This is an optimization exercise on Yosys and OpenROAD, whose aim is small area and a short achievable clock period, not a production implementation.
Where RTL was checked, it was by simulation tests only, not by an equivalence proof against the original.
No functional check of the RTL was part of run 1.

$ cat config.mk
export PLATFORM = sky130hd
export DESIGN_NAME = prng
export DESIGN_NICKNAME = prng
export VERILOG_FILES = /design/flow/design.v
export SDC_FILE = /design/flow/constraint.sdc
export NUM_CORES = 4
export LEC_CHECK = 0
export CAP_MARGIN = 20
export CORE_MARGIN = 2
export CORE_UTILIZATION = 60
export SETUP_SLACK_MARGIN = 2.5
export SLEW_MARGIN = 20
export SYNTH_HIERARCHICAL = 1
$ cat constraint.sdc
create_clock -name core_clock -period 7.0 [get_ports {clk}]
set_input_delay 1.4000 -clock core_clock [delete_from_list [all_inputs] [get_ports {clk}]]
set_output_delay 1.4000 -clock core_clock [all_outputs]
set_load 0.01 [all_outputs]
$ cat design.v
module prng (
    input logic [31:0] seed,
    output logic [31:0] rand_num,
    input logic clk,
    input logic rst
);
    logic [31:0] state;
    wire [30:0] x = state[30:0];
    wire [30:0] xn = ~state[30:0];
    wire [30:0] nxt;
    wire s0; wire c0;
    assign s0 = 1'b1 ^ x[2] ^ xn[0];
    assign c0 = (1'b1 & x[2]) | (1'b1 & xn[0]) | (x[2] & xn[0]);
    wire s1; wire c1;
    assign s1 = 1'b1 ^ x[3] ^ xn[1];
    assign c1 = (1'b1 & x[3]) | (1'b1 & xn[1]) | (x[3] & xn[1]);
    wire s2; wire c2;
    fa u2 (.a(x[4]), .b(xn[2]), .c(xn[0]), .s(s2), .co(c2));
    wire s3; wire c3;
    fa u3 (.a(x[5]), .b(xn[3]), .c(xn[1]), .s(s3), .co(c3));
    wire s4; wire c4;
    assign s4 = 1'b1 ^ x[6] ^ xn[4];
    assign c4 = (1'b1 & x[6]) | (1'b1 & xn[4]) | (x[6] & xn[4]);
    wire s5; wire c5;
    fa u5 (.a(xn[2]), .b(c3), .c(s4), .s(s5), .co(c5));
    wire s6; wire c6;
    fa u6 (.a(x[7]), .b(xn[5]), .c(xn[3]), .s(s6), .co(c6));
    wire s7; wire c7;
    fa u7 (.a(x[0]), .b(c4), .c(s6), .s(s7), .co(c7));
    wire s8; wire c8;
    fa u8 (.a(x[8]), .b(xn[6]), .c(xn[4]), .s(s8), .co(c8));
    wire s9; wire c9;
    fa u9 (.a(x[1]), .b(c6), .c(s8), .s(s9), .co(c9));
    wire s10; wire c10;
    assign s10 = 1'b1 ^ x[9] ^ xn[7];
    assign c10 = (1'b1 & x[9]) | (1'b1 & xn[7]) | (x[9] & xn[7]);
    wire s11; wire c11;
    fa u11 (.a(xn[5]), .b(x[2]), .c(xn[0]), .s(s11), .co(c11));
    wire s12; wire c12;
    fa u12 (.a(c8), .b(s10), .c(s11), .s(s12), .co(c12));
    wire s13; wire c13;
    fa u13 (.a(x[10]), .b(xn[8]), .c(xn[6]), .s(s13), .co(c13));
    wire s14; wire c14;
    fa u14 (.a(x[3]), .b(xn[1]), .c(c10), .s(s14), .co(c14));
    wire s15; wire c15;
    fa u15 (.a(c11), .b(s13), .c(c12), .s(s15), .co(c15));
    wire s16; wire c16;
    fa u16 (.a(x[11]), .b(xn[9]), .c(xn[7]), .s(s16), .co(c16));
    wire s17; wire c17;
    fa u17 (.a(x[4]), .b(xn[2]), .c(c13), .s(s17), .co(c17));
    wire s18; wire c18;
    fa u18 (.a(s16), .b(c14), .c(s17), .s(s18), .co(c18));
    wire s19; wire c19;
    assign s19 = 1'b1 ^ x[12] ^ xn[10];
    assign c19 = (1'b1 & x[12]) | (1'b1 & xn[10]) | (x[12] & xn[10]);
    wire s20; wire c20;
    fa u20 (.a(xn[8]), .b(x[5]), .c(xn[3]), .s(s20), .co(c20));
    wire s21; wire c21;
    fa u21 (.a(x[0]), .b(c16), .c(s19), .s(s21), .co(c21));
    wire s22; wire c22;
    fa u22 (.a(s20), .b(c17), .c(s21), .s(s22), .co(c22));
    wire s23; wire c23;
    assign s23 = 1'b1 ^ x[13] ^ xn[11];
    assign c23 = (1'b1 & x[13]) | (1'b1 & xn[11]) | (x[13] & xn[11]);
    wire s24; wire c24;
    fa u24 (.a(xn[9]), .b(x[6]), .c(xn[4]), .s(s24), .co(c24));
    wire s25; wire c25;
    fa u25 (.a(x[1]), .b(c19), .c(c20), .s(s25), .co(c25));
    wire s26; wire c26;
    fa u26 (.a(s23), .b(s24), .c(c21), .s(s26), .co(c26));
    wire s27; wire c27;
    fa u27 (.a(s25), .b(c22), .c(s26), .s(s27), .co(c27));
    wire s28; wire c28;
    fa u28 (.a(x[14]), .b(xn[12]), .c(xn[10]), .s(s28), .co(c28));
    wire s29; wire c29;
    fa u29 (.a(x[7]), .b(xn[5]), .c(x[2]), .s(s29), .co(c29));
    wire s30; wire c30;
    fa u30 (.a(x[0]), .b(c23), .c(c24), .s(s30), .co(c30));
    wire s31; wire c31;
    fa u31 (.a(s28), .b(s29), .c(c25), .s(s31), .co(c31));
    wire s32; wire c32;
    fa u32 (.a(s30), .b(c26), .c(s31), .s(s32), .co(c32));
    wire s33; wire c33;
    fa u33 (.a(x[15]), .b(xn[13]), .c(xn[11]), .s(s33), .co(c33));
    wire s34; wire c34;
    fa u34 (.a(x[8]), .b(xn[6]), .c(x[3]), .s(s34), .co(c34));
    wire s35; wire c35;
    fa u35 (.a(x[1]), .b(c28), .c(c29), .s(s35), .co(c35));
    wire s36; wire c36;
    fa u36 (.a(s33), .b(s34), .c(c30), .s(s36), .co(c36));
    wire s37; wire c37;
    fa u37 (.a(s35), .b(c31), .c(s36), .s(s37), .co(c37));
    wire s38; wire c38;
    fa u38 (.a(x[16]), .b(xn[14]), .c(xn[12]), .s(s38), .co(c38));
    wire s39; wire c39;
    fa u39 (.a(x[9]), .b(xn[7]), .c(x[4]), .s(s39), .co(c39));
    wire s40; wire c40;
    fa u40 (.a(x[2]), .b(c33), .c(c34), .s(s40), .co(c40));
    wire s41; wire c41;
    fa u41 (.a(s38), .b(s39), .c(c35), .s(s41), .co(c41));
    wire s42; wire c42;
    fa u42 (.a(s40), .b(c36), .c(s41), .s(s42), .co(c42));
    wire s43; wire c43;
    assign s43 = 1'b1 ^ x[17] ^ xn[15];
    assign c43 = (1'b1 & x[17]) | (1'b1 & xn[15]) | (x[17] & xn[15]);
    wire s44; wire c44;
    fa u44 (.a(xn[13]), .b(x[10]), .c(xn[8]), .s(s44), .co(c44));
    wire s45; wire c45;
    fa u45 (.a(x[5]), .b(x[3]), .c(xn[0]), .s(s45), .co(c45));
    wire s46; wire c46;
    fa u46 (.a(c38), .b(c39), .c(s43), .s(s46), .co(c46));
    wire s47; wire c47;
    fa u47 (.a(s44), .b(s45), .c(c40), .s(s47), .co(c47));
    wire s48; wire c48;
    fa u48 (.a(s46), .b(c41), .c(s47), .s(s48), .co(c48));
    wire s49; wire c49;
    fa u49 (.a(x[18]), .b(xn[16]), .c(xn[14]), .s(s49), .co(c49));
    wire s50; wire c50;
    fa u50 (.a(x[11]), .b(xn[9]), .c(x[6]), .s(s50), .co(c50));
    wire s51; wire c51;
    fa u51 (.a(x[4]), .b(xn[1]), .c(c43), .s(s51), .co(c51));
    wire s52; wire c52;
    fa u52 (.a(c44), .b(c45), .c(s49), .s(s52), .co(c52));
    wire s53; wire c53;
    fa u53 (.a(s50), .b(c46), .c(s51), .s(s53), .co(c53));
    wire s54; wire c54;
    fa u54 (.a(s52), .b(c47), .c(s53), .s(s54), .co(c54));
    wire s55; wire c55;
    fa u55 (.a(x[19]), .b(xn[17]), .c(xn[15]), .s(s55), .co(c55));
    wire s56; wire c56;
    fa u56 (.a(x[12]), .b(xn[10]), .c(x[7]), .s(s56), .co(c56));
    wire s57; wire c57;
    fa u57 (.a(x[5]), .b(xn[2]), .c(x[0]), .s(s57), .co(c57));
    wire s58; wire c58;
    fa u58 (.a(c49), .b(c50), .c(s55), .s(s58), .co(c58));
    wire s59; wire c59;
    fa u59 (.a(s56), .b(s57), .c(c51), .s(s59), .co(c59));
    wire s60; wire c60;
    fa u60 (.a(c52), .b(s58), .c(c53), .s(s60), .co(c60));
    wire s61; wire c61;
    fa u61 (.a(s59), .b(c54), .c(s60), .s(s61), .co(c61));
    wire s62; wire c62;
    fa u62 (.a(x[20]), .b(xn[18]), .c(xn[16]), .s(s62), .co(c62));
    wire s63; wire c63;
    fa u63 (.a(x[13]), .b(xn[11]), .c(x[8]), .s(s63), .co(c63));
    wire s64; wire c64;
    fa u64 (.a(x[6]), .b(xn[3]), .c(x[1]), .s(s64), .co(c64));
    wire s65; wire c65;
    fa u65 (.a(c55), .b(c56), .c(c57), .s(s65), .co(c65));
    wire s66; wire c66;
    fa u66 (.a(s62), .b(s63), .c(s64), .s(s66), .co(c66));
    wire s67; wire c67;
    fa u67 (.a(c58), .b(s65), .c(s66), .s(s67), .co(c67));
    wire s68; wire c68;
    fa u68 (.a(c59), .b(s67), .c(c60), .s(s68), .co(c68));
    wire s69; wire c69;
    fa u69 (.a(x[21]), .b(xn[19]), .c(xn[17]), .s(s69), .co(c69));
    wire s70; wire c70;
    fa u70 (.a(x[14]), .b(xn[12]), .c(x[9]), .s(s70), .co(c70));
    wire s71; wire c71;
    fa u71 (.a(x[7]), .b(xn[4]), .c(x[2]), .s(s71), .co(c71));
    wire s72; wire c72;
    fa u72 (.a(c62), .b(c63), .c(c64), .s(s72), .co(c72));
    wire s73; wire c73;
    fa u73 (.a(s69), .b(s70), .c(s71), .s(s73), .co(c73));
    wire s74; wire c74;
    fa u74 (.a(c65), .b(c66), .c(s72), .s(s74), .co(c74));
    wire s75; wire c75;
    fa u75 (.a(s73), .b(c67), .c(s74), .s(s75), .co(c75));
    wire s76; wire c76;
    assign s76 = 1'b1 ^ x[22] ^ xn[20];
    assign c76 = (1'b1 & x[22]) | (1'b1 & xn[20]) | (x[22] & xn[20]);
    wire s77; wire c77;
    fa u77 (.a(xn[18]), .b(x[15]), .c(xn[13]), .s(s77), .co(c77));
    wire s78; wire c78;
    fa u78 (.a(x[10]), .b(x[8]), .c(xn[5]), .s(s78), .co(c78));
    wire s79; wire c79;
    fa u79 (.a(x[3]), .b(xn[0]), .c(c69), .s(s79), .co(c79));
    wire s80; wire c80;
    fa u80 (.a(c70), .b(c71), .c(s76), .s(s80), .co(c80));
    wire s81; wire c81;
    fa u81 (.a(s77), .b(s78), .c(c72), .s(s81), .co(c81));
    wire s82; wire c82;
    fa u82 (.a(c73), .b(s79), .c(s80), .s(s82), .co(c82));
    wire s83; wire c83;
    fa u83 (.a(c74), .b(s81), .c(s82), .s(s83), .co(c83));
    wire s84; wire c84;
    fa u84 (.a(x[23]), .b(xn[21]), .c(xn[19]), .s(s84), .co(c84));
    wire s85; wire c85;
    fa u85 (.a(x[16]), .b(xn[14]), .c(x[11]), .s(s85), .co(c85));
    wire s86; wire c86;
    fa u86 (.a(x[9]), .b(xn[6]), .c(x[4]), .s(s86), .co(c86));
    wire s87; wire c87;
    fa u87 (.a(xn[1]), .b(c76), .c(c77), .s(s87), .co(c87));
    wire s88; wire c88;
    fa u88 (.a(c78), .b(s84), .c(s85), .s(s88), .co(c88));
    wire s89; wire c89;
    fa u89 (.a(s86), .b(c79), .c(c80), .s(s89), .co(c89));
    wire s90; wire c90;
    fa u90 (.a(s87), .b(s88), .c(c81), .s(s90), .co(c90));
    wire s91; wire c91;
    fa u91 (.a(c82), .b(s89), .c(s90), .s(s91), .co(c91));
    wire s92; wire c92;
    fa u92 (.a(x[24]), .b(xn[22]), .c(xn[20]), .s(s92), .co(c92));
    wire s93; wire c93;
    fa u93 (.a(x[17]), .b(xn[15]), .c(x[12]), .s(s93), .co(c93));
    wire s94; wire c94;
    fa u94 (.a(x[10]), .b(xn[7]), .c(x[5]), .s(s94), .co(c94));
    wire s95; wire c95;
    fa u95 (.a(xn[2]), .b(c84), .c(c85), .s(s95), .co(c95));
    wire s96; wire c96;
    fa u96 (.a(c86), .b(s92), .c(s93), .s(s96), .co(c96));
    wire s97; wire c97;
    fa u97 (.a(s94), .b(c87), .c(c88), .s(s97), .co(c97));
    wire s98; wire c98;
    fa u98 (.a(s95), .b(s96), .c(c89), .s(s98), .co(c98));
    wire s99; wire c99;
    fa u99 (.a(s97), .b(c90), .c(s98), .s(s99), .co(c99));
    wire s100; wire c100;
    fa u100 (.a(x[25]), .b(xn[23]), .c(xn[21]), .s(s100), .co(c100));
    wire s101; wire c101;
    fa u101 (.a(x[18]), .b(xn[16]), .c(x[13]), .s(s101), .co(c101));
    wire s102; wire c102;
    fa u102 (.a(x[11]), .b(xn[8]), .c(x[6]), .s(s102), .co(c102));
    wire s103; wire c103;
    fa u103 (.a(xn[3]), .b(x[0]), .c(c92), .s(s103), .co(c103));
    wire s104; wire c104;
    fa u104 (.a(c93), .b(c94), .c(s100), .s(s104), .co(c104));
    wire s105; wire c105;
    fa u105 (.a(s101), .b(s102), .c(c95), .s(s105), .co(c105));
    wire s106; wire c106;
    fa u106 (.a(c96), .b(s103), .c(s104), .s(s106), .co(c106));
    wire s107; wire c107;
    fa u107 (.a(c97), .b(s105), .c(s106), .s(s107), .co(c107));
    wire s108; wire c108;
    fa u108 (.a(c98), .b(s107), .c(c99), .s(s108), .co(c108));
    wire s109; wire c109;
    fa u109 (.a(x[26]), .b(xn[24]), .c(xn[22]), .s(s109), .co(c109));
    wire s110; wire c110;
    fa u110 (.a(x[19]), .b(xn[17]), .c(x[14]), .s(s110), .co(c110));
    wire s111; wire c111;
    fa u111 (.a(x[12]), .b(xn[9]), .c(x[7]), .s(s111), .co(c111));
    wire s112; wire c112;
    fa u112 (.a(xn[4]), .b(x[1]), .c(c100), .s(s112), .co(c112));
    wire s113; wire c113;
    fa u113 (.a(c101), .b(c102), .c(s109), .s(s113), .co(c113));
    wire s114; wire c114;
    fa u114 (.a(s110), .b(s111), .c(c103), .s(s114), .co(c114));
    wire s115; wire c115;
    fa u115 (.a(c104), .b(s112), .c(s113), .s(s115), .co(c115));
    wire s116; wire c116;
    fa u116 (.a(c105), .b(s114), .c(c106), .s(s116), .co(c116));
    wire s117; wire c117;
    fa u117 (.a(s115), .b(c107), .c(s116), .s(s117), .co(c117));
    wire s118; wire c118;
    fa u118 (.a(x[27]), .b(xn[25]), .c(xn[23]), .s(s118), .co(c118));
    wire s119; wire c119;
    fa u119 (.a(x[20]), .b(xn[18]), .c(x[15]), .s(s119), .co(c119));
    wire s120; wire c120;
    fa u120 (.a(x[13]), .b(xn[10]), .c(x[8]), .s(s120), .co(c120));
    wire s121; wire c121;
    fa u121 (.a(xn[5]), .b(x[2]), .c(c109), .s(s121), .co(c121));
    wire s122; wire c122;
    fa u122 (.a(c110), .b(c111), .c(s118), .s(s122), .co(c122));
    wire s123; wire c123;
    fa u123 (.a(s119), .b(s120), .c(c112), .s(s123), .co(c123));
    wire s124; wire c124;
    fa u124 (.a(c113), .b(s121), .c(s122), .s(s124), .co(c124));
    wire s125; wire c125;
    fa u125 (.a(c114), .b(s123), .c(c115), .s(s125), .co(c125));
    wire s126; wire c126;
    fa u126 (.a(s124), .b(c116), .c(s125), .s(s126), .co(c126));
    wire s127; wire c127;
    fa u127 (.a(x[28]), .b(xn[26]), .c(xn[24]), .s(s127), .co(c127));
    wire s128; wire c128;
    fa u128 (.a(x[21]), .b(xn[19]), .c(x[16]), .s(s128), .co(c128));
    wire s129; wire c129;
    fa u129 (.a(x[14]), .b(xn[11]), .c(x[9]), .s(s129), .co(c129));
    wire s130; wire c130;
    fa u130 (.a(xn[6]), .b(x[3]), .c(c118), .s(s130), .co(c130));
    wire s131; wire c131;
    fa u131 (.a(c119), .b(c120), .c(s127), .s(s131), .co(c131));
    wire s132; wire c132;
    fa u132 (.a(s128), .b(s129), .c(c121), .s(s132), .co(c132));
    wire s133; wire c133;
    fa u133 (.a(c122), .b(s130), .c(s131), .s(s133), .co(c133));
    wire s134; wire c134;
    fa u134 (.a(c123), .b(s132), .c(c124), .s(s134), .co(c134));
    wire s135; wire c135;
    fa u135 (.a(s133), .b(c125), .c(s134), .s(s135), .co(c135));
    wire s136; wire c136;
    fa u136 (.a(x[29]), .b(xn[27]), .c(xn[25]), .s(s136), .co(c136));
    wire s137; wire c137;
    fa u137 (.a(x[22]), .b(xn[20]), .c(x[17]), .s(s137), .co(c137));
    wire s138; wire c138;
    fa u138 (.a(x[15]), .b(xn[12]), .c(x[10]), .s(s138), .co(c138));
    wire s139; wire c139;
    fa u139 (.a(xn[7]), .b(x[4]), .c(c127), .s(s139), .co(c139));
    wire s140; wire c140;
    fa u140 (.a(c128), .b(c129), .c(s136), .s(s140), .co(c140));
    wire s141; wire c141;
    fa u141 (.a(s137), .b(s138), .c(c130), .s(s141), .co(c141));
    wire s142; wire c142;
    fa u142 (.a(c131), .b(s139), .c(s140), .s(s142), .co(c142));
    wire s143; wire c143;
    fa u143 (.a(c132), .b(s141), .c(c133), .s(s143), .co(c143));
    wire s144; wire c144;
    fa u144 (.a(s142), .b(c134), .c(s143), .s(s144), .co(c144));
    wire s145;
    assign s145 = x[30] ^ xn[28] ^ xn[26];
    wire s146;
    assign s146 = x[23] ^ xn[21] ^ x[18];
    wire s147;
    assign s147 = x[16] ^ xn[13] ^ x[11];
    wire s148;
    assign s148 = xn[8] ^ x[5] ^ x[0];
    wire s149;
    assign s149 = c136 ^ c137 ^ c138;
    wire s150;
    assign s150 = s145 ^ s146 ^ s147;
    wire s151;
    assign s151 = s148 ^ c139 ^ c140;
    wire s152;
    assign s152 = s149 ^ s150 ^ c141;
    wire s153;
    assign s153 = c142 ^ s151 ^ s152;
    wire s154;
    assign s154 = c143 ^ s153 ^ c144;
    wire [30:0] ra, rb;
    assign ra[0] = x[0];
    assign rb[0] = 1'b1;
    assign ra[1] = x[1];
    assign rb[1] = 1'b0;
    assign ra[2] = s0;
    assign rb[2] = 1'b0;
    assign ra[3] = c0;
    assign rb[3] = s1;
    assign ra[4] = c1;
    assign rb[4] = s2;
    assign ra[5] = c2;
    assign rb[5] = s3;
    assign ra[6] = s5;
    assign rb[6] = 1'b0;
    assign ra[7] = c5;
    assign rb[7] = s7;
    assign ra[8] = c7;
    assign rb[8] = s9;
    assign ra[9] = c9;
    assign rb[9] = s12;
    assign ra[10] = s14;
    assign rb[10] = s15;
    assign ra[11] = c15;
    assign rb[11] = s18;
    assign ra[12] = c18;
    assign rb[12] = s22;
    assign ra[13] = s27;
    assign rb[13] = 1'b0;
    assign ra[14] = c27;
    assign rb[14] = s32;
    assign ra[15] = c32;
    assign rb[15] = s37;
    assign ra[16] = c37;
    assign rb[16] = s42;
    assign ra[17] = c42;
    assign rb[17] = s48;
    assign ra[18] = c48;
    assign rb[18] = s54;
    assign ra[19] = s61;
    assign rb[19] = 1'b0;
    assign ra[20] = c61;
    assign rb[20] = s68;
    assign ra[21] = c68;
    assign rb[21] = s75;
    assign ra[22] = c75;
    assign rb[22] = s83;
    assign ra[23] = c83;
    assign rb[23] = s91;
    assign ra[24] = c91;
    assign rb[24] = s99;
    assign ra[25] = s108;
    assign rb[25] = 1'b0;
    assign ra[26] = c108;
    assign rb[26] = s117;
    assign ra[27] = c117;
    assign rb[27] = s126;
    assign ra[28] = c126;
    assign rb[28] = s135;
    assign ra[29] = c135;
    assign rb[29] = s144;
    assign ra[30] = s154;
    assign rb[30] = 1'b0;
    wire [30:0] g0 = ra & rb;
    wire [30:0] p0 = ra ^ rb;
    wire gg1 = g0[1] | (p0[1] & g0[0]);
    wire gg2 = g0[2] | (p0[2] & g0[1]);
    wire pp2 = p0[2] & p0[1];
    wire gg3 = g0[3] | (p0[3] & g0[2]);
    wire pp3 = p0[3] & p0[2];
    wire gg4 = g0[4] | (p0[4] & g0[3]);
    wire pp4 = p0[4] & p0[3];
    wire gg5 = g0[5] | (p0[5] & g0[4]);
    wire pp5 = p0[5] & p0[4];
    wire gg6 = g0[6] | (p0[6] & g0[5]);
    wire pp6 = p0[6] & p0[5];
    wire gg7 = g0[7] | (p0[7] & g0[6]);
    wire pp7 = p0[7] & p0[6];
    wire gg8 = g0[8] | (p0[8] & g0[7]);
    wire pp8 = p0[8] & p0[7];
    wire gg9 = g0[9] | (p0[9] & g0[8]);
    wire pp9 = p0[9] & p0[8];
    wire gg10 = g0[10] | (p0[10] & g0[9]);
    wire pp10 = p0[10] & p0[9];
    wire gg11 = g0[11] | (p0[11] & g0[10]);
    wire pp11 = p0[11] & p0[10];
    wire gg12 = g0[12] | (p0[12] & g0[11]);
    wire pp12 = p0[12] & p0[11];
    wire gg13 = g0[13] | (p0[13] & g0[12]);
    wire pp13 = p0[13] & p0[12];
    wire gg14 = g0[14] | (p0[14] & g0[13]);
    wire pp14 = p0[14] & p0[13];
    wire gg15 = g0[15] | (p0[15] & g0[14]);
    wire pp15 = p0[15] & p0[14];
    wire gg16 = g0[16] | (p0[16] & g0[15]);
    wire pp16 = p0[16] & p0[15];
    wire gg17 = g0[17] | (p0[17] & g0[16]);
    wire pp17 = p0[17] & p0[16];
    wire gg18 = g0[18] | (p0[18] & g0[17]);
    wire pp18 = p0[18] & p0[17];
    wire gg19 = g0[19] | (p0[19] & g0[18]);
    wire pp19 = p0[19] & p0[18];
    wire gg20 = g0[20] | (p0[20] & g0[19]);
    wire pp20 = p0[20] & p0[19];
    wire gg21 = g0[21] | (p0[21] & g0[20]);
    wire pp21 = p0[21] & p0[20];
    wire gg22 = g0[22] | (p0[22] & g0[21]);
    wire pp22 = p0[22] & p0[21];
    wire gg23 = g0[23] | (p0[23] & g0[22]);
    wire pp23 = p0[23] & p0[22];
    wire gg24 = g0[24] | (p0[24] & g0[23]);
    wire pp24 = p0[24] & p0[23];
    wire gg25 = g0[25] | (p0[25] & g0[24]);
    wire pp25 = p0[25] & p0[24];
    wire gg26 = g0[26] | (p0[26] & g0[25]);
    wire pp26 = p0[26] & p0[25];
    wire gg27 = g0[27] | (p0[27] & g0[26]);
    wire pp27 = p0[27] & p0[26];
    wire gg28 = g0[28] | (p0[28] & g0[27]);
    wire pp28 = p0[28] & p0[27];
    wire gg29 = g0[29] | (p0[29] & g0[28]);
    wire pp29 = p0[29] & p0[28];
    wire gg30 = g0[30] | (p0[30] & g0[29]);
    wire pp30 = p0[30] & p0[29];
    wire gg31 = gg2 | (pp2 & g0[0]);
    wire gg32 = gg3 | (pp3 & gg1);
    wire gg33 = gg4 | (pp4 & gg2);
    wire pp33 = pp4 & pp2;
    wire gg34 = gg5 | (pp5 & gg3);
    wire pp34 = pp5 & pp3;
    wire gg35 = gg6 | (pp6 & gg4);
    wire pp35 = pp6 & pp4;
    wire gg36 = gg7 | (pp7 & gg5);
    wire pp36 = pp7 & pp5;
    wire gg37 = gg8 | (pp8 & gg6);
    wire pp37 = pp8 & pp6;
    wire gg38 = gg9 | (pp9 & gg7);
    wire pp38 = pp9 & pp7;
    wire gg39 = gg10 | (pp10 & gg8);
    wire pp39 = pp10 & pp8;
    wire gg40 = gg11 | (pp11 & gg9);
    wire pp40 = pp11 & pp9;
    wire gg41 = gg12 | (pp12 & gg10);
    wire pp41 = pp12 & pp10;
    wire gg42 = gg13 | (pp13 & gg11);
    wire pp42 = pp13 & pp11;
    wire gg43 = gg14 | (pp14 & gg12);
    wire pp43 = pp14 & pp12;
    wire gg44 = gg15 | (pp15 & gg13);
    wire pp44 = pp15 & pp13;
    wire gg45 = gg16 | (pp16 & gg14);
    wire pp45 = pp16 & pp14;
    wire gg46 = gg17 | (pp17 & gg15);
    wire pp46 = pp17 & pp15;
    wire gg47 = gg18 | (pp18 & gg16);
    wire pp47 = pp18 & pp16;
    wire gg48 = gg19 | (pp19 & gg17);
    wire pp48 = pp19 & pp17;
    wire gg49 = gg20 | (pp20 & gg18);
    wire pp49 = pp20 & pp18;
    wire gg50 = gg21 | (pp21 & gg19);
    wire pp50 = pp21 & pp19;
    wire gg51 = gg22 | (pp22 & gg20);
    wire pp51 = pp22 & pp20;
    wire gg52 = gg23 | (pp23 & gg21);
    wire pp52 = pp23 & pp21;
    wire gg53 = gg24 | (pp24 & gg22);
    wire pp53 = pp24 & pp22;
    wire gg54 = gg25 | (pp25 & gg23);
    wire pp54 = pp25 & pp23;
    wire gg55 = gg26 | (pp26 & gg24);
    wire pp55 = pp26 & pp24;
    wire gg56 = gg27 | (pp27 & gg25);
    wire pp56 = pp27 & pp25;
    wire gg57 = gg28 | (pp28 & gg26);
    wire pp57 = pp28 & pp26;
    wire gg58 = gg29 | (pp29 & gg27);
    wire pp58 = pp29 & pp27;
    wire gg59 = gg30 | (pp30 & gg28);
    wire pp59 = pp30 & pp28;
    wire gg60 = gg33 | (pp33 & g0[0]);
    wire gg61 = gg34 | (pp34 & gg1);
    wire gg62 = gg35 | (pp35 & gg31);
    wire gg63 = gg36 | (pp36 & gg32);
    wire gg64 = gg37 | (pp37 & gg33);
    wire pp64 = pp37 & pp33;
    wire gg65 = gg38 | (pp38 & gg34);
    wire pp65 = pp38 & pp34;
    wire gg66 = gg39 | (pp39 & gg35);
    wire pp66 = pp39 & pp35;
    wire gg67 = gg40 | (pp40 & gg36);
    wire pp67 = pp40 & pp36;
    wire gg68 = gg41 | (pp41 & gg37);
    wire pp68 = pp41 & pp37;
    wire gg69 = gg42 | (pp42 & gg38);
    wire pp69 = pp42 & pp38;
    wire gg70 = gg43 | (pp43 & gg39);
    wire pp70 = pp43 & pp39;
    wire gg71 = gg44 | (pp44 & gg40);
    wire pp71 = pp44 & pp40;
    wire gg72 = gg45 | (pp45 & gg41);
    wire pp72 = pp45 & pp41;
    wire gg73 = gg46 | (pp46 & gg42);
    wire pp73 = pp46 & pp42;
    wire gg74 = gg47 | (pp47 & gg43);
    wire pp74 = pp47 & pp43;
    wire gg75 = gg48 | (pp48 & gg44);
    wire pp75 = pp48 & pp44;
    wire gg76 = gg49 | (pp49 & gg45);
    wire pp76 = pp49 & pp45;
    wire gg77 = gg50 | (pp50 & gg46);
    wire pp77 = pp50 & pp46;
    wire gg78 = gg51 | (pp51 & gg47);
    wire pp78 = pp51 & pp47;
    wire gg79 = gg52 | (pp52 & gg48);
    wire pp79 = pp52 & pp48;
    wire gg80 = gg53 | (pp53 & gg49);
    wire pp80 = pp53 & pp49;
    wire gg81 = gg54 | (pp54 & gg50);
    wire pp81 = pp54 & pp50;
    wire gg82 = gg55 | (pp55 & gg51);
    wire pp82 = pp55 & pp51;
    wire gg83 = gg56 | (pp56 & gg52);
    wire pp83 = pp56 & pp52;
    wire gg84 = gg57 | (pp57 & gg53);
    wire pp84 = pp57 & pp53;
    wire gg85 = gg58 | (pp58 & gg54);
    wire pp85 = pp58 & pp54;
    wire gg86 = gg59 | (pp59 & gg55);
    wire pp86 = pp59 & pp55;
    wire gg87 = gg64 | (pp64 & g0[0]);
    wire gg88 = gg65 | (pp65 & gg1);
    wire gg89 = gg66 | (pp66 & gg31);
    wire gg90 = gg67 | (pp67 & gg32);
    wire gg91 = gg68 | (pp68 & gg60);
    wire gg92 = gg69 | (pp69 & gg61);
    wire gg93 = gg70 | (pp70 & gg62);
    wire gg94 = gg71 | (pp71 & gg63);
    wire gg95 = gg72 | (pp72 & gg64);
    wire pp95 = pp72 & pp64;
    wire gg96 = gg73 | (pp73 & gg65);
    wire pp96 = pp73 & pp65;
    wire gg97 = gg74 | (pp74 & gg66);
    wire pp97 = pp74 & pp66;
    wire gg98 = gg75 | (pp75 & gg67);
    wire pp98 = pp75 & pp67;
    wire gg99 = gg76 | (pp76 & gg68);
    wire pp99 = pp76 & pp68;
    wire gg100 = gg77 | (pp77 & gg69);
    wire pp100 = pp77 & pp69;
    wire gg101 = gg78 | (pp78 & gg70);
    wire pp101 = pp78 & pp70;
    wire gg102 = gg79 | (pp79 & gg71);
    wire pp102 = pp79 & pp71;
    wire gg103 = gg80 | (pp80 & gg72);
    wire pp103 = pp80 & pp72;
    wire gg104 = gg81 | (pp81 & gg73);
    wire pp104 = pp81 & pp73;
    wire gg105 = gg82 | (pp82 & gg74);
    wire pp105 = pp82 & pp74;
    wire gg106 = gg83 | (pp83 & gg75);
    wire pp106 = pp83 & pp75;
    wire gg107 = gg84 | (pp84 & gg76);
    wire pp107 = pp84 & pp76;
    wire gg108 = gg85 | (pp85 & gg77);
    wire pp108 = pp85 & pp77;
    wire gg109 = gg86 | (pp86 & gg78);
    wire pp109 = pp86 & pp78;
    wire gg110 = gg95 | (pp95 & g0[0]);
    wire gg111 = gg96 | (pp96 & gg1);
    wire gg112 = gg97 | (pp97 & gg31);
    wire gg113 = gg98 | (pp98 & gg32);
    wire gg114 = gg99 | (pp99 & gg60);
    wire gg115 = gg100 | (pp100 & gg61);
    wire gg116 = gg101 | (pp101 & gg62);
    wire gg117 = gg102 | (pp102 & gg63);
    wire gg118 = gg103 | (pp103 & gg87);
    wire gg119 = gg104 | (pp104 & gg88);
    wire gg120 = gg105 | (pp105 & gg89);
    wire gg121 = gg106 | (pp106 & gg90);
    wire gg122 = gg107 | (pp107 & gg91);
    wire gg123 = gg108 | (pp108 & gg92);
    wire gg124 = gg109 | (pp109 & gg93);
    assign nxt[0] = p0[0];
    assign nxt[1] = p0[1] ^ g0[0];
    assign nxt[2] = p0[2] ^ gg1;
    assign nxt[3] = p0[3] ^ gg31;
    assign nxt[4] = p0[4] ^ gg32;
    assign nxt[5] = p0[5] ^ gg60;
    assign nxt[6] = p0[6] ^ gg61;
    assign nxt[7] = p0[7] ^ gg62;
    assign nxt[8] = p0[8] ^ gg63;
    assign nxt[9] = p0[9] ^ gg87;
    assign nxt[10] = p0[10] ^ gg88;
    assign nxt[11] = p0[11] ^ gg89;
    assign nxt[12] = p0[12] ^ gg90;
    assign nxt[13] = p0[13] ^ gg91;
    assign nxt[14] = p0[14] ^ gg92;
    assign nxt[15] = p0[15] ^ gg93;
    assign nxt[16] = p0[16] ^ gg94;
    assign nxt[17] = p0[17] ^ gg110;
    assign nxt[18] = p0[18] ^ gg111;
    assign nxt[19] = p0[19] ^ gg112;
    assign nxt[20] = p0[20] ^ gg113;
    assign nxt[21] = p0[21] ^ gg114;
    assign nxt[22] = p0[22] ^ gg115;
    assign nxt[23] = p0[23] ^ gg116;
    assign nxt[24] = p0[24] ^ gg117;
    assign nxt[25] = p0[25] ^ gg118;
    assign nxt[26] = p0[26] ^ gg119;
    assign nxt[27] = p0[27] ^ gg120;
    assign nxt[28] = p0[28] ^ gg121;
    assign nxt[29] = p0[29] ^ gg122;
    assign nxt[30] = p0[30] ^ gg123;
    always_ff @(posedge clk) begin
        if (rst) begin
            state <= seed;
        end else begin
            state <= {1'b0, nxt};
        end
        rand_num <= state;
    end
endmodule
module fa (
    input  logic a,
    input  logic b,
    input  logic c,
    output logic s,
    output logic co
);
    assign s = a ^ b ^ c;
    assign co = (a & b) | (a & c) | (b & c);
endmodule
$ cat flow/run.sh
#!/bin/bash
# Standard layout, but with the smallest buffer on each port.
cp standard.sh standard_copy.txt
export BUFFER_PORTS_ARGS="-buffer_cell sky130_fd_sc_hd__buf_1"
bash standard.sh > standard.log 2>&1
$ cat standard.sh
#!/bin/bash
# synth_recipe.tcl (not shown) runs the flow's synth.tcl, then flattens the netlist and writes it again
# the make line also repeats each setting of config.mk as NAME=value (left out here)
make -C /OpenROAD-flow-scripts/flow DESIGN_CONFIG=/design/flow/config.mk WORK_HOME=/design/flow/orfs CLKGATE_MAP_FILE= SYNTH_SCRIPT=/design/flow/synth_recipe.tcl "${@:-finish}"
==> results of run 1 <==
per-module statistics from Yosys, one instance, submodules excluded:
| module | area, µm² | copies in the design | cells | flops+latches |
|---|---|---|---|---|
| prng | 3460 | 1 | 392 | 64 |
| fa | 20.0 | 137 | 1 | 0 |
state kept, by name, indices dropped and copies added, names as in the netlist:
| register | flops |
|---|---|
| rand_num | 32 |
| state | 32 |
Yosys cell counts (all sizes together), types with 2 or more instances:
cell type / count / area (µm²)
dfxtp: 64 / 1280
o21bai: 2 / 15.0
nand3: 7 / 35.0
nor2: 14 / 52.6
and2: 3 / 18.8
nor4b: 2 / 17.5
nor3: 6 / 35.0
nand3b: 3 / 22.5
a221oi: 2 / 23.8
xnor2: 28 / 245
o21ai: 34 / 174
a21o: 6 / 47.6
nand2b: 2 / 12.5
ha: 32 / 400
nand2: 44 / 165
o211ai: 4 / 30.0
a211oi: 4 / 35.0
fa: 137 / 2740
o31ai: 3 / 22.5
a31oi: 6 / 37.5
nor2b: 2 / 12.5
a21oi: 16 / 83.8
mux2: 3 / 33.8
and3: 2 / 13.8
or4: 2 / 15.0
clkbuf: 7 / 46.3
buf: 2 / 22.5
and4: 2 / 21.3
inv: 49 / 184
a21boi: 2 / 15.0
nor3b: 6 / 45.0
or3: 2 / 17.5
a311oi: 2 / 17.5
xor2: 14 / 123
a22oi: 2 / 15.0
per-stage QoR:
stage	cells	hold WS (ns)
after floorplan	529	0.310
after global placement	722	0.318
after detailed placement	722	0.325
after CTS	762	0.343
after global routing	803	0.355
final	803	0.342
final cells by class:
cell class                 instances  area share, %
clock inverter                     7           1.36
inverter                          49           3.08
tap                              136           2.25
clock buffer                       9           1.64
multi-input combinational        407           64.0
timing repair buffer             131           9.81
sequential                        64           17.9
how the worst max path moves through the flow:
stage	from	endpoint	slack [ns]	depth (start not counted)
after floorplan	state[14]$_DFF_P_	state[30]$_DFF_P_	2.47	13
after CTS	state[12]$_DFF_P_	state[29]$_DFF_P_	2.50	13
after global routing	state[4]$_DFF_P_	state[29]$_DFF_P_	2.35	13
after global placement	state[3]$_DFF_P_	state[29]$_DFF_P_	1.88	13
final	state[4]$_DFF_P_	state[29]$_DFF_P_	2.50	13
after detailed placement	state[3]$_DFF_P_	state[29]$_DFF_P_	1.82	13
worst max-delay path, stage by stage, from the launching register on:
cell	delay, ns
dfxtp_4	0.40
clkinvlp_4	0.18
fa_2	0.43
fa_1	0.43
fa_2	0.38
fa_1	0.45
fa_1	0.41
fa_1	0.43
ha_4	0.30
nand2_2	0.09
nor3b_2	0.23
a31oi_1	0.12
or4_1	0.48
nand3_1	0.09
kinds of logic after synthesis:
family,share of synthesized area [%]
AOI/OAI and AO/OA,9.82
xor gates and xnor gates,5.93
adders and majority gates,50.7
buffers and inverters,4.07
DFF,20.7
muxes,0.545
and+or+nand+nor,8.31
metal layers:
metal | track usage [%] | part of all wire, % | up-vias
li1 | - | - | 2028
met5 | 0 | 0 | -
met4 | 10.8 | 2.7 | 0
met3 | 9.59 | 8.7 | 40
met1 | 48.2 | 43 | 2278
met2 | 48.0 | 46 | 232
what timing repair did:
item                       CTS  global route
buffers inserted            24            41
gates cloned                 0             0
setup endpoints to repair   14             9
pin swaps                    1             5
resized for setup           55            34
==> results.txt, run 1 <==
* Leading cell type in the layout, fill and taps excluded: fa_1
* Final-report setup violation count at 0
* Hold EP: rand_num[31]$_DFF_P_
* Number of synthesized flops with an enable pin at 0
* Share of cells above drive strength 1 at 25.3%
* GRT Total Usage at 33.0%
* Flops & latches, synth at 64
* CTS tree: done
* WS Path Type: flop to flop
* Chip height at 106 µm
* Htree depth at 3
* Fin. Hold Viols at 0
* Placed Area at 6560 µm²
* Synthesized cell area at 6200 µm²
* Die ar. at 11,200 µm²
* Final instance area at 7550 µm²
* Starting Density at 60.9%
* Synth Flop Type: dfxtp_1
* RD Place Congestion at 0.969
* CP arrival at 4.79 ns
* Iter 0 DRT Violations at 307
* CP Capture Type: flop
* Hold WC Path Type: flop to flop
* Grt ovf at 0
* Fin util at 74.2%
* FF-to-FF Start: state[4]$_DFF_P_
* Worst Tran Pin Value at 0.593 ns
* Max Slew Vio Count at 0
* R2r setup slk at 2.50 ns
* Die width at 106 µm
* Antenna-violating nets left at 0
* FFs w/ async S/R, synth at 0%
* Mapped Nets at 732
* Synthesis-to-layout area growth at 21.8%
* Final worst setup slack at 2.50 ns
* Commonest cells after routing, fill and taps aside: 121 x fa_1, 66 x buf_4, 64 x buf_1
* Drt wl/cell at 21.7 µm
* Port Buf Inserts at 65
* CORE AREA at 10,200 µm²
* Ports at 66
* DR pass1 iterations at 5
* Residual DRC at 0
* Clk Latency, worst-skew pair at 0.36 ns
* Reg2reg end: state[29]$_DFF_P_
* Final setup TNS at 0 ns
* Synth warn at 7
* # hold bufs at CTS at 0
* Fmax at 222 MHz
* Syn avg cell area at 11.7 µm²
* FP Rows at 37
* Run status: complete, no violations
* Largest net degree at the start of global routing at 65
* Pre-CTS setup slack at 1.82 ns
* CTS Sinks at 64
* Max cap viols at 0
* Worst r2r path cells at 13
* Slew margin rel. at 60.1%
* Register area at 1350 µm²
* Routed via count at 4,578
* Sequential cell area fraction in the yosys report at 20.7%
* Initial antenna violation count at 0
* Fin crit share at 64.3%
* Worst-case clock buffer depth at 2
* Post-synth cell types at 59
* Vias in the first global route at 4,502
* Synthesized instance count at 529
* Worst endpoint required time at 7.29 ns
* Post-layout min period at 4.50 ns
* Number of diodes at 0
* Hold depth at 0
* Clock Pin Slew Worst Setup and Hold Paths at 0.09 ns
* CTS buffer count at 9
* First-pass GRT wire length at 26,000 µm
* WL final at 17,500 µm
* Root Buffer: clkbuf_8
* Via-to-Cell Ratio at 5.70
* Critical path fanouts, max at 5
* Multi-input gate area at 4830 µm²
* Hpwl dp at 13,600 µm
* RSZ-0062 raised after global routing: yes
* Nets at 865
* Critical Path Source Type: flop
* Worst Clk Skew at 0.0190 ns
* Source of the worst hold timing path: state[31]$_SDFF_PN0_
* Fillers at 715
==> run 2, diff against run 1 <==
--- a/design.v
+++ b/design.v
@@ -392,254 +392,156 @@
     wire [30:0] g0 = ra & rb;
     wire [30:0] p0 = ra ^ rb;
     wire gg1 = g0[1] | (p0[1] & g0[0]);
-    wire gg2 = g0[2] | (p0[2] & g0[1]);
-    wire pp2 = p0[2] & p0[1];
-    wire gg3 = g0[3] | (p0[3] & g0[2]);
-    wire pp3 = p0[3] & p0[2];
-    wire gg4 = g0[4] | (p0[4] & g0[3]);
-    wire pp4 = p0[4] & p0[3];
-    wire gg5 = g0[5] | (p0[5] & g0[4]);
-    wire pp5 = p0[5] & p0[4];
-    wire gg6 = g0[6] | (p0[6] & g0[5]);
-    wire pp6 = p0[6] & p0[5];
-    wire gg7 = g0[7] | (p0[7] & g0[6]);
-    wire pp7 = p0[7] & p0[6];
-    wire gg8 = g0[8] | (p0[8] & g0[7]);
-    wire pp8 = p0[8] & p0[7];
-    wire gg9 = g0[9] | (p0[9] & g0[8]);
-    wire pp9 = p0[9] & p0[8];
-    wire gg10 = g0[10] | (p0[10] & g0[9]);
-    wire pp10 = p0[10] & p0[9];
-    wire gg11 = g0[11] | (p0[11] & g0[10]);
-    wire pp11 = p0[11] & p0[10];
-    wire gg12 = g0[12] | (p0[12] & g0[11]);
-    wire pp12 = p0[12] & p0[11];
-    wire gg13 = g0[13] | (p0[13] & g0[12]);
-    wire pp13 = p0[13] & p0[12];
-    wire gg14 = g0[14] | (p0[14] & g0[13]);
-    wire pp14 = p0[14] & p0[13];
-    wire gg15 = g0[15] | (p0[15] & g0[14]);
-    wire pp15 = p0[15] & p0[14];
-    wire gg16 = g0[16] | (p0[16] & g0[15]);
-    wire pp16 = p0[16] & p0[15];
-    wire gg17 = g0[17] | (p0[17] & g0[16]);
-    wire pp17 = p0[17] & p0[16];
-    wire gg18 = g0[18] | (p0[18] & g0[17]);
-    wire pp18 = p0[18] & p0[17];
-    wire gg19 = g0[19] | (p0[19] & g0[18]);
-    wire pp19 = p0[19] & p0[18];
-    wire gg20 = g0[20] | (p0[20] & g0[19]);
-    wire pp20 = p0[20] & p0[19];
-    wire gg21 = g0[21] | (p0[21] & g0[20]);
-    wire pp21 = p0[21] & p0[20];
-    wire gg22 = g0[22] | (p0[22] & g0[21]);
-    wire pp22 = p0[22] & p0[21];
-    wire gg23 = g0[23] | (p0[23] & g0[22]);
-    wire pp23 = p0[23] & p0[22];
-    wire gg24 = g0[24] | (p0[24] & g0[23]);
-    wire pp24 = p0[24] & p0[23];
-    wire gg25 = g0[25] | (p0[25] & g0[24]);
-    wire pp25 = p0[25] & p0[24];
-    wire gg26 = g0[26] | (p0[26] & g0[25]);
-    wire pp26 = p0[26] & p0[25];
-    wire gg27 = g0[27] | (p0[27] & g0[26]);
-    wire pp27 = p0[27] & p0[26];
-    wire gg28 = g0[28] | (p0[28] & g0[27]);
-    wire pp28 = p0[28] & p0[27];
-    wire gg29 = g0[29] | (p0[29] & g0[28]);
-    wire pp29 = p0[29] & p0[28];
-    wire gg30 = g0[30] | (p0[30] & g0[29]);
-    wire pp30 = p0[30] & p0[29];
-    wire gg31 = gg2 | (pp2 & g0[0]);
-    wire gg32 = gg3 | (pp3 & gg1);
-    wire gg33 = gg4 | (pp4 & gg2);
-    wire pp33 = pp4 & pp2;
-    wire gg34 = gg5 | (pp5 & gg3);
-    wire pp34 = pp5 & pp3;
-    wire gg35 = gg6 | (pp6 & gg4);
-    wire pp35 = pp6 & pp4;
-    wire gg36 = gg7 | (pp7 & gg5);
-    wire pp36 = pp7 & pp5;
-    wire gg37 = gg8 | (pp8 & gg6);
-    wire pp37 = pp8 & pp6;
-    wire gg38 = gg9 | (pp9 & gg7);
-    wire pp38 = pp9 & pp7;
-    wire gg39 = gg10 | (pp10 & gg8);
-    wire pp39 = pp10 & pp8;
-    wire gg40 = gg11 | (pp11 & gg9);
-    wire pp40 = pp11 & pp9;
-    wire gg41 = gg12 | (pp12 & gg10);
-    wire pp41 = pp12 & pp10;
-    wire gg42 = gg13 | (pp13 & gg11);
-    wire pp42 = pp13 & pp11;
-    wire gg43 = gg14 | (pp14 & gg12);
-    wire pp43 = pp14 & pp12;
-    wire gg44 = gg15 | (pp15 & gg13);
-    wire pp44 = pp15 & pp13;
-    wire gg45 = gg16 | (pp16 & gg14);
-    wire pp45 = pp16 & pp14;
-    wire gg46 = gg17 | (pp17 & gg15);
-    wire pp46 = pp17 & pp15;
-    wire gg47 = gg18 | (pp18 & gg16);
-    wire pp47 = pp18 & pp16;
-    wire gg48 = gg19 | (pp19 & gg17);
-    wire pp48 = pp19 & pp17;
-    wire gg49 = gg20 | (pp20 & gg18);
-    wire pp49 = pp20 & pp18;
-    wire gg50 = gg21 | (pp21 & gg19);
-    wire pp50 = pp21 & pp19;
-    wire gg51 = gg22 | (pp22 & gg20);
-    wire pp51 = pp22 & pp20;
-    wire gg52 = gg23 | (pp23 & gg21);
-    wire pp52 = pp23 & pp21;
-    wire gg53 = gg24 | (pp24 & gg22);
-    wire pp53 = pp24 & pp22;
-    wire gg54 = gg25 | (pp25 & gg23);
-    wire pp54 = pp25 & pp23;
-    wire gg55 = gg26 | (pp26 & gg24);
-    wire pp55 = pp26 & pp24;
-    wire gg56 = gg27 | (pp27 & gg25);
-    wire pp56 = pp27 & pp25;
-    wire gg57 = gg28 | (pp28 & gg26);
-    wire pp57 = pp28 & pp26;
-    wire gg58 = gg29 | (pp29 & gg27);
-    wire pp58 = pp29 & pp27;
-    wire gg59 = gg30 | (pp30 & gg28);
-    wire pp59 = pp30 & pp28;
-    wire gg60 = gg33 | (pp33 & g0[0]);
-    wire gg61 = gg34 | (pp34 & gg1);
-    wire gg62 = gg35 | (pp35 & gg31);
-    wire gg63 = gg36 | (pp36 & gg32);
-    wire gg64 = gg37 | (pp37 & gg33);
-    wire pp64 = pp37 & pp33;
-    wire gg65 = gg38 | (pp38 & gg34);
-    wire pp65 = pp38 & pp34;
-    wire gg66 = gg39 | (pp39 & gg35);
-    wire pp66 = pp39 & pp35;
-    wire gg67 = gg40 | (pp40 & gg36);
-    wire pp67 = pp40 & pp36;
-    wire gg68 = gg41 | (pp41 & gg37);
-    wire pp68 = pp41 & pp37;
-    wire gg69 = gg42 | (pp42 & gg38);
-    wire pp69 = pp42 & pp38;
-    wire gg70 = gg43 | (pp43 & gg39);
-    wire pp70 = pp43 & pp39;
-    wire gg71 = gg44 | (pp44 & gg40);
-    wire pp71 = pp44 & pp40;
-    wire gg72 = gg45 | (pp45 & gg41);
-    wire pp72 = pp45 & pp41;
-    wire gg73 = gg46 | (pp46 & gg42);
-    wire pp73 = pp46 & pp42;
-    wire gg74 = gg47 | (pp47 & gg43);
-    wire pp74 = pp47 & pp43;
-    wire gg75 = gg48 | (pp48 & gg44);
-    wire pp75 = pp48 & pp44;
-    wire gg76 = gg49 | (pp49 & gg45);
-    wire pp76 = pp49 & pp45;
-    wire gg77 = gg50 | (pp50 & gg46);
-    wire pp77 = pp50 & pp46;
-    wire gg78 = gg51 | (pp51 & gg47);
-    wire pp78 = pp51 & pp47;
-    wire gg79 = gg52 | (pp52 & gg48);
-    wire pp79 = pp52 & pp48;
-    wire gg80 = gg53 | (pp53 & gg49);
-    wire pp80 = pp53 & pp49;
-    wire gg81 = gg54 | (pp54 & gg50);
-    wire pp81 = pp54 & pp50;
-    wire gg82 = gg55 | (pp55 & gg51);
-    wire pp82 = pp55 & pp51;
-    wire gg83 = gg56 | (pp56 & gg52);
-    wire pp83 = pp56 & pp52;
-    wire gg84 = gg57 | (pp57 & gg53);
-    wire pp84 = pp57 & pp53;
-    wire gg85 = gg58 | (pp58 & gg54);
-    wire pp85 = pp58 & pp54;
-    wire gg86 = gg59 | (pp59 & gg55);
-    wire pp86 = pp59 & pp55;
-    wire gg87 = gg64 | (pp64 & g0[0]);
-    wire gg88 = gg65 | (pp65 & gg1);
-    wire gg89 = gg66 | (pp66 & gg31);
-    wire gg90 = gg67 | (pp67 & gg32);
-    wire gg91 = gg68 | (pp68 & gg60);
-    wire gg92 = gg69 | (pp69 & gg61);
-    wire gg93 = gg70 | (pp70 & gg62);
-    wire gg94 = gg71 | (pp71 & gg63);
-    wire gg95 = gg72 | (pp72 & gg64);
-    wire pp95 = pp72 & pp64;
-    wire gg96 = gg73 | (pp73 & gg65);
-    wire pp96 = pp73 & pp65;
-    wire gg97 = gg74 | (pp74 & gg66);
-    wire pp97 = pp74 & pp66;
-    wire gg98 = gg75 | (pp75 & gg67);
-    wire pp98 = pp75 & pp67;
-    wire gg99 = gg76 | (pp76 & gg68);
-    wire pp99 = pp76 & pp68;
-    wire gg100 = gg77 | (pp77 & gg69);
-    wire pp100 = pp77 & pp69;
-    wire gg101 = gg78 | (pp78 & gg70);
-    wire pp101 = pp78 & pp70;
-    wire gg102 = gg79 | (pp79 & gg71);
-    wire pp102 = pp79 & pp71;
-    wire gg103 = gg80 | (pp80 & gg72);
-    wire pp103 = pp80 & pp72;
-    wire gg104 = gg81 | (pp81 & gg73);
-    wire pp104 = pp81 & pp73;
-    wire gg105 = gg82 | (pp82 & gg74);
-    wire pp105 = pp82 & pp74;
-    wire gg106 = gg83 | (pp83 & gg75);
-    wire pp106 = pp83 & pp75;
-    wire gg107 = gg84 | (pp84 & gg76);
-    wire pp107 = pp84 & pp76;
-    wire gg108 = gg85 | (pp85 & gg77);
-    wire pp108 = pp85 & pp77;
-    wire gg109 = gg86 | (pp86 & gg78);
-    wire pp109 = pp86 & pp78;
-    wire gg110 = gg95 | (pp95 & g0[0]);
-    wire gg111 = gg96 | (pp96 & gg1);
-    wire gg112 = gg97 | (pp97 & gg31);
-    wire gg113 = gg98 | (pp98 & gg32);
-    wire gg114 = gg99 | (pp99 & gg60);
-    wire gg115 = gg100 | (pp100 & gg61);
-    wire gg116 = gg101 | (pp101 & gg62);
-    wire gg117 = gg102 | (pp102 & gg63);
-    wire gg118 = gg103 | (pp103 & gg87);
-    wire gg119 = gg104 | (pp104 & gg88);
-    wire gg120 = gg105 | (pp105 & gg89);
-    wire gg121 = gg106 | (pp106 & gg90);
-    wire gg122 = gg107 | (pp107 & gg91);
-    wire gg123 = gg108 | (pp108 & gg92);
-    wire gg124 = gg109 | (pp109 & gg93);
+    wire gg2 = g0[3] | (p0[3] & g0[2]);
+    wire pp2 = p0[3] & p0[2];
+    wire gg3 = g0[5] | (p0[5] & g0[4]);
+    wire pp3 = p0[5] & p0[4];
+    wire gg4 = g0[7] | (p0[7] & g0[6]);
+    wire pp4 = p0[7] & p0[6];
+    wire gg5 = g0[9] | (p0[9] & g0[8]);
+    wire pp5 = p0[9] & p0[8];
+    wire gg6 = g0[11] | (p0[11] & g0[10]);
+    wire pp6 = p0[11] & p0[10];
+    wire gg7 = g0[13] | (p0[13] & g0[12]);
+    wire pp7 = p0[13] & p0[12];
+    wire gg8 = g0[15] | (p0[15] & g0[14]);
+    wire pp8 = p0[15] & p0[14];
+    wire gg9 = g0[17] | (p0[17] & g0[16]);
+    wire pp9 = p0[17] & p0[16];
+    wire gg10 = g0[19] | (p0[19] & g0[18]);
+    wire pp10 = p0[19] & p0[18];
+    wire gg11 = g0[21] | (p0[21] & g0[20]);
+    wire pp11 = p0[21] & p0[20];
+    wire gg12 = g0[23] | (p0[23] & g0[22]);
+    wire pp12 = p0[23] & p0[22];
+    wire gg13 = g0[25] | (p0[25] & g0[24]);
+    wire pp13 = p0[25] & p0[24];
+    wire gg14 = g0[27] | (p0[27] & g0[26]);
+    wire pp14 = p0[27] & p0[26];
+    wire gg15 = g0[29] | (p0[29] & g0[28]);
+    wire pp15 = p0[29] & p0[28];
+    wire gg16 = g0[2] | (p0[2] & gg1);
+    wire gg17 = gg2 | (pp2 & gg1);
+    wire gg18 = g0[6] | (p0[6] & gg3);
+    wire pp18 = p0[6] & pp3;
+    wire gg19 = gg4 | (pp4 & gg3);
+    wire pp19 = pp4 & pp3;
+    wire gg20 = g0[10] | (p0[10] & gg5);
+    wire pp20 = p0[10] & pp5;
+    wire gg21 = gg6 | (pp6 & gg5);
+    wire pp21 = pp6 & pp5;
+    wire gg22 = g0[14] | (p0[14] & gg7);
+    wire pp22 = p0[14] & pp7;
+    wire gg23 = gg8 | (pp8 & gg7);
+    wire pp23 = pp8 & pp7;
+    wire gg24 = g0[18] | (p0[18] & gg9);
+    wire pp24 = p0[18] & pp9;
+    wire gg25 = gg10 | (pp10 & gg9);
+    wire pp25 = pp10 & pp9;
+    wire gg26 = g0[22] | (p0[22] & gg11);
+    wire pp26 = p0[22] & pp11;
+    wire gg27 = gg12 | (pp12 & gg11);
+    wire pp27 = pp12 & pp11;
+    wire gg28 = g0[26] | (p0[26] & gg13);
+    wire pp28 = p0[26] & pp13;
+    wire gg29 = gg14 | (pp14 & gg13);
+    wire pp29 = pp14 & pp13;
+    wire gg30 = g0[30] | (p0[30] & gg15);
+    wire pp30 = p0[30] & pp15;
+    wire gg31 = g0[4] | (p0[4] & gg17);
+    wire gg32 = gg3 | (pp3 & gg17);
+    wire gg33 = gg18 | (pp18 & gg17);
+    wire gg34 = gg19 | (pp19 & gg17);
+    wire gg35 = g0[12] | (p0[12] & gg21);
+    wire pp35 = p0[12] & pp21;
+    wire gg36 = gg7 | (pp7 & gg21);
+    wire pp36 = pp7 & pp21;
+    wire gg37 = gg22 | (pp22 & gg21);
+    wire pp37 = pp22 & pp21;
+    wire gg38 = gg23 | (pp23 & gg21);
+    wire pp38 = pp23 & pp21;
+    wire gg39 = g0[20] | (p0[20] & gg25);
+    wire pp39 = p0[20] & pp25;
+    wire gg40 = gg11 | (pp11 & gg25);
+    wire pp40 = pp11 & pp25;
+    wire gg41 = gg26 | (pp26 & gg25);
+    wire pp41 = pp26 & pp25;
+    wire gg42 = gg27 | (pp27 & gg25);
+    wire pp42 = pp27 & pp25;
+    wire gg43 = g0[28] | (p0[28] & gg29);
+    wire pp43 = p0[28] & pp29;
+    wire gg44 = gg15 | (pp15 & gg29);
+    wire pp44 = pp15 & pp29;
+    wire gg45 = gg30 | (pp30 & gg29);
+    wire pp45 = pp30 & pp29;
+    wire gg46 = g0[8] | (p0[8] & gg34);
+    wire gg47 = gg5 | (pp5 & gg34);
+    wire gg48 = gg20 | (pp20 & gg34);
+    wire gg49 = gg21 | (pp21 & gg34);
+    wire gg50 = gg35 | (pp35 & gg34);
+    wire gg51 = gg36 | (pp36 & gg34);
+    wire gg52 = gg37 | (pp37 & gg34);
+    wire gg53 = gg38 | (pp38 & gg34);
+    wire gg54 = g0[24] | (p0[24] & gg42);
+    wire pp54 = p0[24] & pp42;
+    wire gg55 = gg13 | (pp13 & gg42);
+    wire pp55 = pp13 & pp42;
+    wire gg56 = gg28 | (pp28 & gg42);
+    wire pp56 = pp28 & pp42;
+    wire gg57 = gg29 | (pp29 & gg42);
+    wire pp57 = pp29 & pp42;
+    wire gg58 = gg43 | (pp43 & gg42);
+    wire pp58 = pp43 & pp42;
+    wire gg59 = gg44 | (pp44 & gg42);
+    wire pp59 = pp44 & pp42;
+    wire gg60 = gg45 | (pp45 & gg42);
+    wire pp60 = pp45 & pp42;
+    wire gg61 = g0[16] | (p0[16] & gg53);
+    wire gg62 = gg9 | (pp9 & gg53);
+    wire gg63 = gg24 | (pp24 & gg53);
+    wire gg64 = gg25 | (pp25 & gg53);
+    wire gg65 = gg39 | (pp39 & gg53);
+    wire gg66 = gg40 | (pp40 & gg53);
+    wire gg67 = gg41 | (pp41 & gg53);
+    wire gg68 = gg42 | (pp42 & gg53);
+    wire gg69 = gg54 | (pp54 & gg53);
+    wire gg70 = gg55 | (pp55 & gg53);
+    wire gg71 = gg56 | (pp56 & gg53);
+    wire gg72 = gg57 | (pp57 & gg53);
+    wire gg73 = gg58 | (pp58 & gg53);
+    wire gg74 = gg59 | (pp59 & gg53);
+    wire gg75 = gg60 | (pp60 & gg53);
     assign nxt[0] = p0[0];
     assign nxt[1] = p0[1] ^ g0[0];
     assign nxt[2] = p0[2] ^ gg1;
-    assign nxt[3] = p0[3] ^ gg31;
-    assign nxt[4] = p0[4] ^ gg32;
-    assign nxt[5] = p0[5] ^ gg60;
-    assign nxt[6] = p0[6] ^ gg61;
-    assign nxt[7] = p0[7] ^ gg62;
-    assign nxt[8] = p0[8] ^ gg63;
-    assign nxt[9] = p0[9] ^ gg87;
-    assign nxt[10] = p0[10] ^ gg88;
-    assign nxt[11] = p0[11] ^ gg89;
-    assign nxt[12] = p0[12] ^ gg90;
-    assign nxt[13] = p0[13] ^ gg91;
-    assign nxt[14] = p0[14] ^ gg92;
-    assign nxt[15] = p0[15] ^ gg93;
-    assign nxt[16] = p0[16] ^ gg94;
-    assign nxt[17] = p0[17] ^ gg110;
-    assign nxt[18] = p0[18] ^ gg111;
-    assign nxt[19] = p0[19] ^ gg112;
-    assign nxt[20] = p0[20] ^ gg113;
-    assign nxt[21] = p0[21] ^ gg114;
-    assign nxt[22] = p0[22] ^ gg115;
-    assign nxt[23] = p0[23] ^ gg116;
-    assign nxt[24] = p0[24] ^ gg117;
-    assign nxt[25] = p0[25] ^ gg118;
-    assign nxt[26] = p0[26] ^ gg119;
-    assign nxt[27] = p0[27] ^ gg120;
-    assign nxt[28] = p0[28] ^ gg121;
-    assign nxt[29] = p0[29] ^ gg122;
-    assign nxt[30] = p0[30] ^ gg123;
+    assign nxt[3] = p0[3] ^ gg16;
+    assign nxt[4] = p0[4] ^ gg17;
+    assign nxt[5] = p0[5] ^ gg31;
+    assign nxt[6] = p0[6] ^ gg32;
+    assign nxt[7] = p0[7] ^ gg33;
+    assign nxt[8] = p0[8] ^ gg34;
+    assign nxt[9] = p0[9] ^ gg46;
+    assign nxt[10] = p0[10] ^ gg47;
+    assign nxt[11] = p0[11] ^ gg48;
+    assign nxt[12] = p0[12] ^ gg49;
+    assign nxt[13] = p0[13] ^ gg50;
+    assign nxt[14] = p0[14] ^ gg51;
+    assign nxt[15] = p0[15] ^ gg52;
+    assign nxt[16] = p0[16] ^ gg53;
+    assign nxt[17] = p0[17] ^ gg61;
+    assign nxt[18] = p0[18] ^ gg62;
+    assign nxt[19] = p0[19] ^ gg63;
+    assign nxt[20] = p0[20] ^ gg64;
+    assign nxt[21] = p0[21] ^ gg65;
+    assign nxt[22] = p0[22] ^ gg66;
+    assign nxt[23] = p0[23] ^ gg67;
+    assign nxt[24] = p0[24] ^ gg68;
+    assign nxt[25] = p0[25] ^ gg69;
+    assign nxt[26] = p0[26] ^ gg70;
+    assign nxt[27] = p0[27] ^ gg71;
+    assign nxt[28] = p0[28] ^ gg72;
+    assign nxt[29] = p0[29] ^ gg73;
+    assign nxt[30] = p0[30] ^ gg74;
     always_ff @(posedge clk) begin
         if (rst) begin
             state <= seed;
==> run 2 against run 1 <==
Effect of this change:
- critical endpoint is now state[25]$_DFF_P_
- non-clock buffer count decreased by 10
- largest cell class unchanged
- sequential share of layout area increased by 0.36 points
- fmax rose by 1.9%
- first-iteration DRC count decreased by 9.4%
- critical path depth shrank 1
==> results.txt, run 2 <==
* Fillers at 681 (was 715)
* Iter 0 DRT Violations at 278 (was 307)
* Critical Path Source Type: flop (unchanged)
* Final-report setup violation count at 0 (unchanged)
* Die width at 105 µm (was 106 µm)
* Max cap viols at 0 (unchanged)
* WS Path Type: flop to flop (unchanged)
* Syn avg cell area at 12.3 µm² (was 11.7 µm²)
* Vias in the first global route at 4,479 (was 4,502)
* First-pass GRT wire length at 25,300 µm (was 26,000 µm)
* Leading cell type in the layout, fill and taps excluded: fa_1 (unchanged)
* Flops & latches, synth at 64 (unchanged)
* Finished Layout Cells at 754 (was 803)
* Largest family of logic cells by synthesized area: adder cells (unchanged)
* Worst endpoint required time at 7.26 ns (was 7.29 ns)
* Run status: complete, no violations (unchanged)
* Fmax at 227 MHz (was 222 MHz)
* Dpl cells at 683 (was 722)
* Cell accounting for the most synthesized area: fa_1 (unchanged)
* Share of cells above drive strength 1 at 29.6% (was 25.3%)
* Met2 routed WL at 7530 µm (was 8010 µm)
* Mux cell area share after synthesis at 0.742% (was 0.545%)
* Synth top area share at 46.2% (was 44.2%)
* DR top layer: met4 (unchanged)
* Clk Latency, worst-skew pair at 0.36 ns (about the same)
* CORE AREA at 9820 µm² (was 10,200 µm²)
* Crit path cell chain: inv_1, fa_2, fa_1, fa_1, fa_1, ha_2, a21oi_1, nand2_1, a221o_2, a21o_1, o21a_1, o31ai_1 (was clkinvlp_4, fa_2, fa_1, fa_2, fa_1, fa_1, fa_1, ha_4, nand2_2, nor3b_2, a31oi_1, or4_1, nand3_1)
* Top cells by count, synth: 140 x fa_1, 64 x dfxtp_1, 60 x inv_1, 33 x ha_1, 31 x nand2_1 (was 137 x fa_1, 64 x dfxtp_1, 49 x inv_1, 44 x nand2_1, 32 x ha_1)
* Number of synthesized flops with an enable pin at 0 (unchanged)
* Worst Tran Pin Value at 0.682 ns (was 0.593 ns)
* Synth Flop Type: dfxtp_1 (unchanged)
* WL final at 16,500 µm (was 17,500 µm)
* Slew margin rel. at 54.6% (was 60.1%)
* Post-Synth Simple-Gate Area at 7.17% (was 8.31%)
* Residual DRC at 0 (unchanged)
* RSZ-0062 raised after global routing: yes (unchanged)
* RD Place Congestion at 0.939 (was 0.969)
* Ports at 66 (unchanged)
* DR pass1 iterations at 5 (unchanged)
* Critical path fanouts, max at 7 (was 5)
* Routed wl met3 at 1710 µm (was 1520 µm)
* Mapped Nets at 700 (was 732)
* Cell with the most instances after synthesis: fa_1 (unchanged)
run 2: through the flow:
step / hold slack (ns) / worst slack, ns / area [µm²] / util [%]
4_1_cts: 0.340 / 2.50 / 7010 / 71.4
3_3_place_gp: 0.313 / 1.89 / 6450 / 65.7
2_1_floorplan: 0.310 / 2.52 / 6080 / -
6_report: 0.335 / 2.59 / 7480 / 76.2
3_5_place_dp: 0.318 / 1.84 / 6450 / 65.7
5_1_grt: 0.342 / 2.45 / 7480 / 76.2
run 2: cells by family after synthesis:
family / Yosys count
xor gates and xnor gates: 27
and+or+nand+nor: 84
adders and majority gates: 173
muxes: 4
DFF: 64
AOI/OAI and AO/OA: 71
buffers and inverters: 70
run 2: worst paths after layout:
| kind | start | to | depth (start not counted) |
|---|---|---|---|
| worst max-delay path | state[11]$_DFF_P_ | state[25]$_DFF_P_ | 12 |
| worst min register to register | state[31]$_SDFF_PN0_ | rand_num[31]$_DFF_P_ | 0 |
| worst max register to register | state[11]$_DFF_P_ | state[25]$_DFF_P_ | 12 |
| worst min-delay path | state[31]$_SDFF_PN0_ | rand_num[31]$_DFF_P_ | 0 |
run 2: modules after synthesis, one instance, submodules excluded:
module / cells / area, µm² / flops+latches / times used
fa: 1 / 20.0 / 0 / 137
prng: 356 / 3330 / 64 / 1
run 2: cell type report:
cell class              count  share of cell area [%]
well taps                 133                    2.23
clock inverters             7                   0.970
flip-flops and latches     64                    18.3
clock buffers               9                    1.66
multi-input cells         359                    64.0
repair buffers            121                    9.24
inverters                  61                    3.68
run 2: timing repair:
action | in CTS | in global routing
resized for setup | 64 | 51
pin swaps | 3 | 24
setup endpoints to repair | 12 | 10
buffers inserted | 27 | 28
run 2: layer usage:
layer,vias to the layer above,global-route usage (%)
li1,1877,-
met1,2187,46.8
met2,225,47.4
met3,30,10.3
met4,0,7.71
met5,-,0
run 2: worst register-to-register path, delay by kind of cell, from the launching register on:
kind            cells  cell delay, ns
simple gates        1            0.12
compound gates      5            1.34
fa+ha+maj           5            2.30
flops               1            0.37
buf+inv             1            0.19

port drivers added, routing unchanged:
No port has a modelled driver above. Below, the same layouts with a new extraction and two added sets of constraints.
Step 1 sets driving cells, clkbuf_16 on the clock port and buf_2 on the other inputs (assumed; they add their load-dependent delay and slew).
Step 2 also shifts input and output timing later by t, the mid clock arrival at the registers, as if the neighbouring blocks saw the same clock.
Slacks: ideal ports / drivers / drivers and shift; pairs: ideal ports / drivers.
run	shift t [ns]	setup WS [ns]	worst register clock-pin slew, ns	cell pins on the clock port's net
run 1	0.386	2.500 / 2.500 / 2.500	0.09 / 0.09	1
run 2	0.388	2.586 / 2.586 / 2.586	0.09 / 0.09	1
After both steps setup and hold are still met in every run listed.
